Background: an optimization exercise with open tools, aiming at small area, a short achievable clock period and few clock cycles per item. Do not read the settings as production practice.
Where RTL was checked, it was by simulation tests only, not by an equivalence proof against the original.

fjord:
// main
module main (
    input wire [15:0] v, x,
    input wire clk, reset, start,
    output wire done,
    output wire [15:0] final_result
);
Size in the first run: roughly 1700 cells after synthesis, roughly 52 flip-flops, roughly 52 I/O pins, roughly 12000 sq um of cells after synthesis.
Settings: LEC_CHECK=0, ABC_AREA=1, CAP_MARGIN=20, CORE_MARGIN=2, CORE_UTILIZATION=40, SETUP_SLACK_MARGIN=3.5, SLEW_MARGIN=20; clock period 13.0 ns.
standard.sh (not shown) runs the stock make flow with config.mk's settings and CLKGATE_MAP_FILE= SYNTH_SCRIPT=/design/flow/synth_recipe.tcl, a recipe that flattens the netlist after the stock synthesis.
==> flow/flow/run.sh <==
#!/bin/bash
# The standard layout, with plain buffers on the ports instead of the delay
# cells buffer_ports picks by default. Every tool's output goes to
# standard_flow.log in this folder.
set -euo pipefail
export BUFFER_PORTS_ARGS="-buffer_cell sky130_fd_sc_hd__buf_2"
bash standard.sh > standard_flow.log 2>&1
fjord has completed all stages; timing, DRC and antenna checks passed.
Testbench counts of fjord, summed over its fixed seeds: cycles 14,400, items 2,400.
Modified inputs, sierra compared to fjord
Settings: changing SETUP_SLACK_MARGIN from 3.5 to 5; changing CORE_UTILIZATION from 40 to 60.
==> flow/run.sh (new file) <==
#!/bin/bash
# synth_recipe.tcl (not shown) runs the flow's synth.tcl, then flattens the netlist and writes it again
# the make line also repeats each setting of config.mk as NAME=value (left out here)
make -C /OpenROAD-flow-scripts/flow DESIGN_CONFIG=/design/flow/config.mk WORK_HOME=/design/flow/orfs CLKGATE_MAP_FILE= SYNTH_SCRIPT=/design/flow/synth_recipe.tcl finish
removed: flow/flow/run.sh
removed: flow/standard.sh
Results
- Run comparison: sierra launching element of the worst setup path X2[3]; fjord launching element of the worst setup path X2[1]
- sierra ends up with a post-CTS setup buffer count that is 87 higher than in fjord.
- Min utilization across sierra and fjord: fjord
- Between fjord and sierra, the flow reports overall routed net length increasing by more than 10%.
## Diff of input files: garnet against sierra
Settings: a change of CORE_UTILIZATION from 60 to 40.
Results
- Inserted tap cell count: garnet > sierra
- garnet does worse than sierra on first-pass GRT wire length.
- Via count, sierra and garnet, higher one = sierra.
- Transition time at the pin with the least slew margin in garnet vs sierra: down 0.15 ns
What juniper does differently from garnet at the input level:
Settings: SETUP_SLACK_MARGIN now 3.5, was 5.
## What came out
Endpoint of the worst setup timing path: F[5] -> garnet, F[15] -> juniper
Re share of the clock period used by the worst path: juniper is 5.4 points up on garnet.
Delta (juniper minus garnet): post-CTS setup repair buffer count shrank by 84; post-synthesis async set-or-reset flop share held steady; fraction of final layout cells sized beyond drive strength 1 shrank by 14 points; total routed wire length on the met1 layer shrank by 4.8%.

========
Setup of maple:
Another version of the RTL of main (not shown whole).
Size: about 1,700 cells after synthesis, about 52 I/O pins, ~12,000 um^2 of cells after synthesis.
// main
module main (
    input wire [15:0] v, x,
    input wire clk, reset, start,
    output wire done,
    output wire [15:0] final_result
);
export LEC_CHECK = 0
export ABC_AREA = 1
export CAP_MARGIN = 20
export CORE_MARGIN = 2
export CORE_UTILIZATION = 40
export SETUP_SLACK_MARGIN = 3.0
export SLEW_MARGIN = 20
create_clock -name core_clock -period 13.0 [get_ports {clk}]
==> flow/flow/run.sh <==
#!/bin/bash
# The standard layout (standard.sh) with two changes:
#  - the ports get plain buf_2 buffers instead of the delay cells buffer_ports
#    picks by default (every port still gets its buffer);
#  - after the standard synthesis, flow/polopt.py chooses the polarity of each
#    full-adder cell (a full adder is self-dual) so that fewer inverters are
#    needed between adder cells, and rebuilds a half adder from plain gates
#    (xnor2, nand2) where its outputs are wanted inverted. Registers and their
#    names are untouched.
# Each tool's output goes to its own log file in this folder.
set -euo pipefail
export BUFFER_PORTS_ARGS="-buffer_cell sky130_fd_sc_hd__buf_2"
RES="$PWD/orfs/results/sky130hd/main/base"
bash standard.sh "$RES/1_2_yosys.v" > synth.log 2>&1
python3 flow/polopt.py "$RES/1_2_yosys.v" "$RES/1_2_yosys_pol.v" > polopt.log 2>&1
mv "$RES/1_2_yosys_pol.v" "$RES/1_2_yosys.v"
bash standard.sh > standard_flow.log 2>&1
Other scripts of this flow, unchanged in this note and not shown: flow/flow/polopt.py
Looking at the reports, maple completed the entire flow and the layout it produced met the timing, design-rule and antenna checks.
--- input diff maple..pepper ---
# maple
export LEC_CHECK = 0
export ABC_AREA = 1
export CAP_MARGIN = 20
export CORE_MARGIN = 2
export CORE_UTILIZATION = 40
export SETUP_SLACK_MARGIN = 3.0
export SLEW_MARGIN = 20
create_clock -name core_clock -period 13.0 [get_ports {clk}]
# pepper
export LEC_CHECK = 0
export ABC_AREA = 1
export CAP_MARGIN = 20
export CORE_MARGIN = 2
export CORE_UTILIZATION = 40
export SETUP_SLACK_MARGIN = 3.5
export SLEW_MARGIN = 20
create_clock -name core_clock -period 13.0 [get_ports {clk}]
==> comparison <==
pepper | status: complete | timing, DRC, antenna: pass. pepper gives more max-slew headroom at the worst pin than maple did. Comparing maple with pepper, the post-route cell area came out essentially unchanged. Maximum frequency sits higher in pepper than in maple. pepper -> maple: total wirelength of the detailed-routed design flat. pepper against maple: critical path depth went up; final period utilization went down.
Setup changes, pepper to willow
# pepper
export LEC_CHECK = 0
export ABC_AREA = 1
export CAP_MARGIN = 20
export CORE_MARGIN = 2
export CORE_UTILIZATION = 40
export SETUP_SLACK_MARGIN = 3.5
export SLEW_MARGIN = 20
create_clock -name core_clock -period 13.0 [get_ports {clk}]
# willow
export LEC_CHECK = 0
export ABC_AREA = 1
export CAP_MARGIN = 20
export CORE_MARGIN = 2
export CORE_UTILIZATION = 40
export SETUP_SLACK_MARGIN = 4.0
export SLEW_MARGIN = 20
create_clock -name core_clock -period 13.0 [get_ports {clk}]
## What came out
- Between pepper and willow, the clock latency on the worst-skew pair does not differ in any meaningful way.
- Residual overflow from global routing of pepper is on par with willow.
- The via count normalized by instance count on pepper is in line with that on willow.
- Per the comparison of willow with pepper, global-route usage now sits at about the same level, routed length per placed instance rose by 0.059 um.
- Looking at register-to-register slack, willow sits 0.07 ns higher than pepper does.
- willow vs. pepper: number of antenna violations at the first check in global routing did not really move; footprint of the flip-flops and latches did not really move.
- For the non-clock buffer count in the final layout, willow came in 6 higher than pepper did.
- Relative to pepper, willow improves setup slack after layout.
No run of this note included a check of the RTL's function; only the layout flow was run.

========
== exp/maple ==
main, a different RTL version from the one above (not shown whole).
For scale: roughly 49 flip-flops, ~52 I/O pins.
==> flow/design.v (excerpt) <==
module main (
    input wire [15:0] v, x,
    input wire clk, reset, start,
    output wire done,
    output wire [15:0] final_result
);
make LEC_CHECK=0 ABC_AREA=1 CAP_MARGIN=20 CORE_MARGIN=2 CORE_UTILIZATION=40 SLEW_MARGIN=20 finish   # period 13.0 ns
run.sh (not shown) runs the stock make flow with config.mk's settings and CLKGATE_MAP_FILE= SYNTH_SCRIPT=/design/flow/synth_recipe.tcl, a recipe that flattens the netlist after the stock synthesis.
Stock flow here: none of the scripts above is used.
exp/maple: no failed stages, no open violations at the end
Modified inputs, exp/willow compared to exp/maple
Settings: SETUP_SLACK_MARGIN: unset -> 5.
==> comparison <==
Storage element area essentially unchanged between exp/maple and exp/willow.
No functional check of the RTL was part of any run of this note.

========
main, a different RTL version from the one above (not shown whole).
For scale: about 1800 cells after synthesis, ~52 flip-flops, ~52 I/O pins, about 13000 sq um of cells after synthesis.
make LEC_CHECK=0 ABC_AREA=1 CAP_MARGIN=20 CORE_MARGIN=2 CORE_UTILIZATION=40 SETUP_SLACK_MARGIN=5 SLEW_MARGIN=20 TNS_END_PERCENT=5 finish   # period 13.0 ns
Edit:
==> flow/flow/run.sh (new file) <==
#!/bin/bash
# The standard layout, with plain buffers on the ports instead of the delay
# cells buffer_ports picks by default. Every tool's output goes to
# standard_flow.log in this folder.
set -euo pipefail
export BUFFER_PORTS_ARGS="-buffer_cell sky130_fd_sc_hd__buf_2"
bash standard.sh > standard_flow.log 2>&1
==> flow/standard.sh (new file) <==
#!/bin/bash
# synth_recipe.tcl (not shown) runs the flow's synth.tcl, then flattens the netlist and writes it again
# the make line also repeats each setting of config.mk as NAME=value (left out here)
make -C /OpenROAD-flow-scripts/flow DESIGN_CONFIG=/design/flow/config.mk WORK_HOME=/design/flow/orfs CLKGATE_MAP_FILE= SYNTH_SCRIPT=/design/flow/synth_recipe.tcl "${@:-finish}"
- SETUP_SLACK_MARGIN: 5 -> 4
- TNS_END_PERCENT: 5 -> default
removed: flow/run.sh
What happened: Design area goes down by about 9%; non-clock buffer count goes down by 44; final cell count goes down by about 2%; critical path depth goes up by 10; synthesized area is unchanged; worst setup slack loses 0.49 ns; wire length goes down by 6.1%; clock skew barely changes.
Edit:
==> flow/run.sh (new file) <==
#!/bin/bash
# synth_recipe.tcl (not shown) runs the flow's synth.tcl, then flattens the netlist and writes it again
# the make line also repeats each setting of config.mk as NAME=value (left out here)
make -C /OpenROAD-flow-scripts/flow DESIGN_CONFIG=/design/flow/config.mk WORK_HOME=/design/flow/orfs CLKGATE_MAP_FILE= SYNTH_SCRIPT=/design/flow/synth_recipe.tcl finish
- SETUP_SLACK_MARGIN: 4 -> 3.5
removed: flow/flow/run.sh
removed: flow/standard.sh
Flip-flop and latch count stays the same.
Worst hold slack hardly moves.
Clock-buffer cell count rose by 1.
Routed wire length is about the same.
Clock skew barely changes.
Function was not checked in any run of this note: the RTL went through the layout flow alone.

========
Another version of the RTL of main (not shown whole).
For scale: ~1800 cells after synthesis, about 13000 um^2 of cells after synthesis.
clock: 13.0 ns
lec_check: 0
abc_area: 1
cap_margin: 20
core_margin: 2
core_utilization: 40
setup_slack_margin: 4.0
slew_margin: 20
synth_hierarchical: 1
standard.sh (not shown) runs the stock make flow with config.mk's settings and CLKGATE_MAP_FILE= SYNTH_SCRIPT=/design/flow/synth_recipe.tcl, a recipe that flattens the netlist after the stock synthesis.
==> flow/flow/run.sh <==
#!/bin/bash
# The standard layout (standard.sh) with two changes:
#  - the ports get plain buf_2 buffers instead of the delay cells buffer_ports
#    picks by default (every port still gets its buffer);
#  - after the standard synthesis, flow/polopt.py chooses the polarity of each
#    full-adder cell (a full adder is self-dual) so that fewer inverters are
#    needed between adder cells, and rebuilds a half adder from plain gates
#    (xnor2, nand2) where its outputs are wanted inverted. Registers and their
#    names are untouched.
# Each tool's output goes to its own log file in this folder.
set -euo pipefail
export BUFFER_PORTS_ARGS="-buffer_cell sky130_fd_sc_hd__buf_2"
RES="$PWD/orfs/results/sky130hd/main/base"
bash standard.sh "$RES/1_2_yosys.v" > synth.log 2>&1
python3 flow/polopt.py "$RES/1_2_yosys.v" "$RES/1_2_yosys_pol.v" > polopt.log 2>&1
mv "$RES/1_2_yosys_pol.v" "$RES/1_2_yosys.v"
bash standard.sh > standard_flow.log 2>&1
Other scripts of this flow, unchanged in this note and not shown: flow/flow/polopt.py
The starting point passed the timing, design-rule and antenna checks.
Testbench counts at the start, summed over its fixed seeds: cycles 14,400, items 2,400.
==> next run, changes <==
--- a/flow/config.mk
+++ b/flow/config.mk
@@ -14 +13,0 @@
-export SYNTH_HIERARCHICAL = 1
After rerunning: The changed run ran to the end with no violations. Sequential cell count does not change. Routed wire length came out lower slightly. Area after synthesis came out lower by a few percent.
==> next run, changes <==
--- a/flow/config.mk
+++ b/flow/config.mk
@@ -12 +12 @@
-export SETUP_SLACK_MARGIN = 4.0
+export SETUP_SLACK_MARGIN = 3.5
Result:
- The new run passed the timing, design-rule and antenna checks
- non-clock buffer count is lower by 6
- wire length stays flat
- core utilization fell by 0.21 points
- clock skew stays flat
- cell area is lower slightly
- via count goes down slightly
- clock-buffer cell count stays the same
- final cell count hardly moves
- global-route usage barely changes
==> next run, changes <==
--- a/flow/config.mk
+++ b/flow/config.mk
@@ -12 +12 @@
-export SETUP_SLACK_MARGIN = 3.5
+export SETUP_SLACK_MARGIN = 4.5
Outcome: The new run finished with timing, DRC and antenna clean. Die area is unchanged. Non-clock buffer count rises by 11. Worst setup slack improved by 0.56 ns. Routed wire length came out higher by 0.91%. Global-route usage barely changes. Synthesized cell count is unchanged. Fmax went up by 6.8%. Final cell count came out higher by 0.51%. Clock-buffer cell count is unchanged.

========
== the baseline ==
RTL: one of the versions met above, not the one the previous note started from.
Size in the first run: roughly 12000 sq um of cells after synthesis.
clock: 13.0 ns
lec_check: 0
abc_area: 1
cap_margin: 20
core_margin: 2
core_utilization: 40
setup_slack_margin: 3.0
slew_margin: 20
Scripts as last shown in full above: flow/flow/run.sh
Other scripts of this flow, unchanged in this note and not shown: flow/flow/polopt.py
The baseline | stages: all done | timing, DRC, antenna: all pass
Testbench counts of the baseline, summed over its fixed seeds: cycles 14,400, items 2,400.
Modified inputs, the candidate compared to the baseline
- swapping 3.0 for 4.5 in SETUP_SLACK_MARGIN
## What came out
Between the candidate and the baseline, post-route standard cell area excluding fillers is lower for the baseline, the candidate comes in above that.
Critical path startpoint = p[2]$_SDFFE_PP0P_: the baseline; critical path startpoint = X2[3]$_DFFE_PP_: the candidate
Final-layout fill cell count, the candidate and the baseline: smaller value in the candidate
Against the baseline, area taken by flip-flops and latches in the candidate rose slightly.
Per the comparison of the candidate with the baseline, count of non-CTS inverters in the layout now larger, wire length of the first global-routing pass up about 1.2%, maximum single-stage delay on the critical path neither gained nor lost much.
Against the baseline, max-slew headroom at the worst pin in the candidate came out worse.
The candidate vs the baseline — number of ordinary and repair buffers in the finished layout climbed by more than half
Going from the baseline to the candidate, number of cells on the worst reg-to-reg path went down.

========
## trial 9
Starting RTL as in the previous note.
Design main, start of the top module:
module main (
    input wire [15:0] v, x,
    input wire clk, reset, start,
    output wire done,
    output wire [15:0] final_result
);
==> flow/config.mk <==
export PLATFORM = sky130hd
export DESIGN_NAME = main
export DESIGN_NICKNAME = main
export VERILOG_FILES = /design/flow/design.v
export SDC_FILE = /design/flow/constraint.sdc
export NUM_CORES = 4
export LEC_CHECK = 0
export ABC_AREA = 1
export CAP_MARGIN = 20
export CORE_MARGIN = 2
export CORE_UTILIZATION = 40
export SETUP_SLACK_MARGIN = 3.5
export SLEW_MARGIN = 20
==> flow/constraint.sdc <==
create_clock -name core_clock -period 13.0 [get_ports {clk}]
set_input_delay 2.6000 -clock core_clock [delete_from_list [all_inputs] [get_ports {clk}]]
set_output_delay 2.6000 -clock core_clock [all_outputs]
set_load 0.01 [all_outputs]
==> flow/flow/polopt.py <==
#!/usr/bin/env python3
"""Full-adder polarity pass for a Yosys gate netlist (one flat module).

A full adder is self-dual: FA(~a,~b,~c) = (~sum, ~cout). Yosys's adder
extraction leaves inverters between adder cells; this pass chooses, for each
sky130 fa cell, whether to use it in inverted form so that as few inverters as
possible are needed, then rebuilds the inverters (one per signal and polarity).
The logic function of every net that is a port or a register input is unchanged.

usage: polopt.py IN.v OUT.v
"""
import re, sys
from collections import defaultdict

src = open(sys.argv[1]).read()
m = re.search(r'module\s+(\w+)\s*\((.*?)\);(.*)endmodule', src, re.S)
top, portlist, body = m.group(1), m.group(2), m.group(3)

# statements: declarations and cell instances
cell_re = re.compile(r'\s*(sky130_fd_sc_hd__\w+)\s+(\S+)\s*\((.*?)\);', re.S)
decl_re = re.compile(r'\s*(input|output|inout|wire)\b[^;]*;', re.S)
pin_re = re.compile(r'\.(\w+)\(\s*([^()]*?)\s*\)')

stmts = []
pos = 0
decls = []
cells = []
for mm in re.finditer(r'[^;]*;', body, re.S):
    st = mm.group(0)
    if decl_re.fullmatch(st):
        decls.append(st.strip())
    else:
        cm = cell_re.fullmatch(st)
        if not cm:
            if st.strip():
                raise SystemExit("unparsed statement: " + st.strip()[:200])
            continue
        pins = dict(pin_re.findall(cm.group(3)))
        cells.append([cm.group(1), cm.group(2), pins])

OUTPINS = {'X', 'Y', 'Q', 'Q_N', 'SUM', 'COUT', 'HI', 'LO'}
def is_inv(t):
    return re.match(r'sky130_fd_sc_hd__(clk)?inv_\d+$', t) is not None
def is_fa(t):
    return re.match(r'sky130_fd_sc_hd__fa_\d+$', t) is not None

outputs = set()
for d in decls:
    if d.startswith('output'):
        mm = re.match(r'output\s*(\[(\d+):(\d+)\])?\s*(\w+)\s*;', d)
        if mm.group(1):
            hi, lo = int(mm.group(2)), int(mm.group(3))
            for i in range(min(hi, lo), max(hi, lo) + 1):
                outputs.add(f"{mm.group(4)}[{i}]")
        else:
            outputs.add(mm.group(4))

# driver map
drv = {}
for c in cells:
    for p, n in c[2].items():
        if p in OUTPINS:
            drv[n] = c
inv_of = {}   # inverter output net -> input net
for c in cells:
    if is_inv(c[0]):
        inv_of[c[2]['Y']] = c[2]['A']

def root(n):
    """(root net, polarity): n == root ^ pol"""
    pol = 0
    while n in inv_of:
        n = inv_of[n]
        pol ^= 1
    return n, pol

# inverters that drive an output port stay as they are (their net names are fixed)
keep_inv = set()
for c in cells:
    if is_inv(c[0]) and c[2]['Y'] in outputs:
        keep_inv.add(c[1])

fas = [c for c in cells if is_fa(c[0])]
fa_of_out = {}
for c in fas:
    fa_of_out[c[2]['SUM']] = c
    fa_of_out[c[2]['COUT']] = c

# consumers: every input pin of a non-inverter cell (and kept inverters), wanting (root, pol)
cons = []   # [cell, pin, root, pol]
for c in cells:
    if is_inv(c[0]) and c[1] not in keep_inv:
        continue
    for p, n in c[2].items():
        if p in OUTPINS or n == '':
            continue
        r, q = root(n)
        cons.append([c, p, r, q])
cons_by_root = defaultdict(list)
for k in cons:
    cons_by_root[k[2]].append(k)

flip = {c[1]: 0 for c in fas}
def is_const(r):
    return r in ("1'h0", "1'h1", "1'b0", "1'b1")

def phys_pol(r):
    c = fa_of_out.get(r)
    return flip[c[1]] if c is not None else 0

def need(k):
    """polarity (relative to the root's function) this consumer needs"""
    c = k[0]
    return k[3] ^ (flip[c[1]] if is_fa(c[0]) else 0)

def root_cost(r):
    if is_const(r):
        return 0
    pp = phys_pol(r)
    return 1 if any(need(k) != pp for k in cons_by_root[r]) else 0

def local_roots(c):
    rs = set()
    for p in ('A', 'B', 'CIN'):
        rs.add(root(c[2][p])[0])
    rs.add(c[2]['SUM']); rs.add(c[2]['COUT'])
    return rs

total0 = sum(root_cost(r) for r in cons_by_root)
improved = True
rounds = 0
while improved and rounds < 50:
    improved = False
    rounds += 1
    for c in fas:
        rs = local_roots(c)
        before = sum(root_cost(r) for r in rs)
        flip[c[1]] ^= 1
        after = sum(root_cost(r) for r in rs)
        if after < before:
            improved = True
        else:
            flip[c[1]] ^= 1
total1 = sum(root_cost(r) for r in cons_by_root)
ninv0 = sum(1 for c in cells if is_inv(c[0]))
sys.stderr.write(f"polopt: {ninv0} inverters before; signals needing an inverter {total0} -> {total1}; "
                 f"{sum(flip.values())} of {len(fas)} adders flipped\n")

# half adders whose outputs are wanted inverted: build them from plain gates
# (xnor2 / nand2 give the inverted sum / carry directly), when that is smaller
def is_ha(t):
    return re.match(r'sky130_fd_sc_hd__ha_\d+$', t) is not None
ha_remap = {}   # HA cell name -> {'SUM': set(pols), 'COUT': set(pols)}
for c in cells:
    if not is_ha(c[0]):
        continue
    needs = {}
    for p in ('SUM', 'COUT'):
        r = c[2].get(p, '')
        needs[p] = {need(k) for k in cons_by_root.get(r, [])} if r else set()
    # area: ha 12.5, inv 3.75, xor2/xnor2 8.76, and2 6.26, nand2 3.75
    keep = 12.51 + 3.75 * (1 in needs['SUM']) + 3.75 * (1 in needs['COUT'])
    if len(needs['SUM']) > 1 or len(needs['COUT']) > 1:
        continue
    gates = 0.0
    gates += 8.76 if needs['SUM'] else 0.0
    gates += (3.75 if needs['COUT'] == {1} else 6.26) if needs['COUT'] else 0.0
    if gates < keep:
        ha_remap[c[1]] = needs

# rebuild
new_cells = []
inv_net = {}
newwires = []
def inverted(r):
    if r in ("1'h0", "1'b0"):
        return "1'h1"
    if r in ("1'h1", "1'b1"):
        return "1'h0"
    if r not in inv_net:
        nm = f"_polinv{len(inv_net)}_"
        inv_net[r] = nm
        newwires.append(nm)
        new_cells.append(['sky130_fd_sc_hd__inv_1', f"_polinv_cell{len(inv_net)}_", {'A': r, 'Y': nm}])
    return inv_net[r]

gate_out = {}   # (root net, polarity) -> replacement net driven by a plain gate
pending = []    # plain gates replacing half adders; built once the adders' inputs are rewired
for c in cells:
    if is_inv(c[0]) and c[1] not in keep_inv:
        continue
    if c[1] in ha_remap:
        needs = ha_remap[c[1]]
        for p, pols in needs.items():
            if not pols:
                continue
            pol = next(iter(pols))
            nm = f"_polg{len(gate_out)}_"
            newwires.append(nm)
            gate_out[(c[2][p], pol)] = nm
            pending.append((c, p, pol, nm, len(gate_out)))
        continue
    new_cells.append(c)
for k in cons:
    c, p, r, q = k
    want = need(k)
    if (r, want) in gate_out:
        c[2][p] = gate_out[(r, want)]
    else:
        c[2][p] = r if want == phys_pol(r) else inverted(r)
for c, p, pol, nm, i in pending:
    a, b = c[2]['A'], c[2]['B']
    if p == 'SUM':
        t = 'sky130_fd_sc_hd__xnor2_1' if pol else 'sky130_fd_sc_hd__xor2_1'
    else:
        t = 'sky130_fd_sc_hd__nand2_1' if pol else 'sky130_fd_sc_hd__and2_1'
    new_cells.append([t, f"_polg_cell{i}_", {'A': a, 'B': b, ('Y' if pol else 'X'): nm}])
# a flipped adder keeps its output nets: they now carry the inverted function, which
# phys_pol accounts for; every consumer was rewired above.

out = [f"module {top}({portlist});"]
out += ["  " + d for d in decls]
out += [f"  wire {w};" for w in newwires]
for t, nm, pins in new_cells:
    pl = ",\n".join(f"    .{p}({n}{' ' if n.startswith(chr(92)) else ''})" for p, n in pins.items())
    out.append(f"  {t} {nm} (\n{pl}\n  );")
out.append("endmodule")
open(sys.argv[2], 'w').write("\n".join(out) + "\n")
Scripts as last shown in full above: flow/flow/run.sh
Every stage of the flow completed for trial 9, and the final layout passed the timing, design-rule and antenna checks.
Testbench counts of trial 9, summed over its fixed seeds: cycles 14,400, items 2,400.
Modified inputs, trial 10 compared to trial 9
-- flow/flow/run.sh --
<<< trial 9, line 5
#  - after the standard synthesis, flow/polopt.py chooses the polarity of each
#    full-adder cell (a full adder is self-dual) so that fewer inverters are
#    needed between adder cells, and rebuilds a half adder from plain gates
#    (xnor2, nand2) where its outputs are wanted inverted. Registers and their
#    names are untouched.
# Each tool's output goes to its own log file in this folder.
set -euo pipefail
>>> trial 10, line 5
#  - after the standard synthesis, flow/polopt.py chooses the polarity of each
#    full-adder cell (a full adder is self-dual) so that fewer inverters are
#    needed between adder cells. Registers and their names are untouched.
# Each tool's output goes to its own log file in this folder.
set -euo pipefail
-- flow/flow/polopt.py --
<<< trial 9, line 147
                 f"{sum(flip.values())} of {len(fas)} adders flipped\n")

# half adders whose outputs are wanted inverted: build them from plain gates
# (xnor2 / nand2 give the inverted sum / carry directly), when that is smaller
def is_ha(t):
    return re.match(r'sky130_fd_sc_hd__ha_\d+$', t) is not None
ha_remap = {}   # HA cell name -> {'SUM': set(pols), 'COUT': set(pols)}
for c in cells:
    if not is_ha(c[0]):
        continue
    needs = {}
    for p in ('SUM', 'COUT'):
        r = c[2].get(p, '')
        needs[p] = {need(k) for k in cons_by_root.get(r, [])} if r else set()
    # area: ha 12.5, inv 3.75, xor2/xnor2 8.76, and2 6.26, nand2 3.75
    keep = 12.51 + 3.75 * (1 in needs['SUM']) + 3.75 * (1 in needs['COUT'])
    if len(needs['SUM']) > 1 or len(needs['COUT']) > 1:
        continue
    gates = 0.0
    gates += 8.76 if needs['SUM'] else 0.0
    gates += (3.75 if needs['COUT'] == {1} else 6.26) if needs['COUT'] else 0.0
    if gates < keep:
        ha_remap[c[1]] = needs

# rebuild
new_cells = []
>>> trial 10, line 147
                 f"{sum(flip.values())} of {len(fas)} adders flipped\n")

# rebuild
new_cells = []
<<< trial 9, line 185
    return inv_net[r]

gate_out = {}   # (root net, polarity) -> replacement net driven by a plain gate
pending = []    # plain gates replacing half adders; built once the adders' inputs are rewired
for c in cells:
    if is_inv(c[0]) and c[1] not in keep_inv:
        continue
    if c[1] in ha_remap:
        needs = ha_remap[c[1]]
        for p, pols in needs.items():
            if not pols:
                continue
            pol = next(iter(pols))
            nm = f"_polg{len(gate_out)}_"
            newwires.append(nm)
            gate_out[(c[2][p], pol)] = nm
            pending.append((c, p, pol, nm, len(gate_out)))
        continue
    new_cells.append(c)
>>> trial 10, line 163
    return inv_net[r]

for c in cells:
    if is_inv(c[0]) and c[1] not in keep_inv:
        continue
    new_cells.append(c)
<<< trial 9, line 205
    c, p, r, q = k
    want = need(k)
    if (r, want) in gate_out:
        c[2][p] = gate_out[(r, want)]
    else:
        c[2][p] = r if want == phys_pol(r) else inverted(r)
for c, p, pol, nm, i in pending:
    a, b = c[2]['A'], c[2]['B']
    if p == 'SUM':
        t = 'sky130_fd_sc_hd__xnor2_1' if pol else 'sky130_fd_sc_hd__xor2_1'
    else:
        t = 'sky130_fd_sc_hd__nand2_1' if pol else 'sky130_fd_sc_hd__and2_1'
    new_cells.append([t, f"_polg_cell{i}_", {'A': a, 'B': b, ('Y' if pol else 'X'): nm}])
# a flipped adder keeps its output nets: they now carry the inverted function, which
# phys_pol accounts for; every consumer was rewired above.
>>> trial 10, line 170
    c, p, r, q = k
    want = need(k)
    c[2][p] = r if want == phys_pol(r) else inverted(r)
# a flipped adder keeps its output nets: they now carry the inverted function, which
# phys_pol accounts for; every consumer was rewired above.
Trial 10 vs. trial 9: slack of the critical path now sits lower.
Post-layout utilization of the core: trial 10 vs trial 9 up 0.18 points
Trial 10 gives more slew at the pin with the worst max-slew slack than trial 9 did.
Taking trial 9 as the reference point, the wire length reported by the detailed router of trial 10 rises by about 1.4%.
Trial 9 → trial 10: die area rose by 1.1%.

port drivers added, routing unchanged:
How much do the figures lean on ideal ports? The routed layouts below were timed once more, with nothing changed but the port constraints. Step 1 assumes that a clkbuf_16 drives the clock port and a buf_2 every other input. Step 2 times the ports against the registers' clock, not the clock port: input delays grow and output delays shrink by t, the midpoint of the rising clock arrivals with the driver on. a / b / c = no drivers / after step 1 / after step 2; a / b = the first two.
run | t (ns) | slack for setup (ns) | hold WS [ns] | worst data-port slew with drivers (ns)
fjord | 0.336 | 4.068 / 4.068 / 3.806 | 0.478 / 0.478 / 0.478 | 0.05
sierra | 0.337 | 4.712 / 4.712 / 4.528 | 0.463 / 0.463 / 0.463 | 0.04
garnet | 0.339 | 4.661 / 4.661 / 4.449 | 0.468 / 0.468 / 0.468 | 0.04
juniper | 0.340 | 3.964 / 3.980 / 3.640 | 0.467 / 0.467 / 0.467 | 0.04
maple | 0.335 | 3.996 / 3.996 / 3.996 | 0.447 / 0.447 / 0.447 | 0.06
pepper | 0.335 | 4.436 / 4.436 / 4.185 | 0.447 / 0.447 / 0.447 | 0.06
willow | 0.334 | 4.506 / 4.506 / 4.210 | 0.447 / 0.447 / 0.447 | 0.06
exp/maple | 0.342 | 1.439 / 1.439 / 1.439 | 0.487 / 0.487 / 0.487 | 0.04
exp/willow | 0.335 | 2.814 / 2.814 / 2.814 | 0.478 / 0.478 / 0.478 | 0.04
the first run of note 4 | 0.331 | 4.915 / 4.927 / 4.596 | 0.453 / 0.453 / 0.453 | 0.05
the second run of note 4 | 0.337 | 4.426 / 4.426 / 4.426 | 0.457 / 0.457 / 0.457 | 0.04
the third run of note 4 | 0.330 | 4.104 / 4.104 / 3.895 | 0.455 / 0.455 / 0.455 | 0.05
the first run of note 5 | 0.331 | 4.563 / 4.563 / 4.295 | 0.478 / 0.478 / 0.478 | 0.03
the second run of note 5 | 0.337 | 4.580 / 4.596 / 4.259 | 0.451 / 0.451 / 0.451 | 0.05
the third run of note 5 | 0.338 | 4.191 / 4.191 / 4.163 | 0.450 / 0.450 / 0.450 | 0.04
the fourth run of note 5 | 0.337 | 4.753 / 4.771 / 4.434 | 0.450 / 0.450 / 0.450 | 0.05
the baseline | 0.335 | 3.793 / 3.793 / 3.793 | 0.473 / 0.473 / 0.473 | 0.04
the candidate | 0.339 | 4.729 / 4.729 / 4.511 | 0.472 / 0.472 / 0.472 | 0.04
trial 9 | 0.337 | 4.067 / 4.067 / 3.849 | 0.473 / 0.473 / 0.473 | 0.04
trial 10 | 0.348 | 4.040 / 4.040 / 3.896 | 0.463 / 0.463 / 0.463 | 0.03
After both steps setup and hold are still met in every run listed. The setup slack of juniper, which loses most, moves by +0.016 ns with the drivers and by -0.324 ns with both steps.
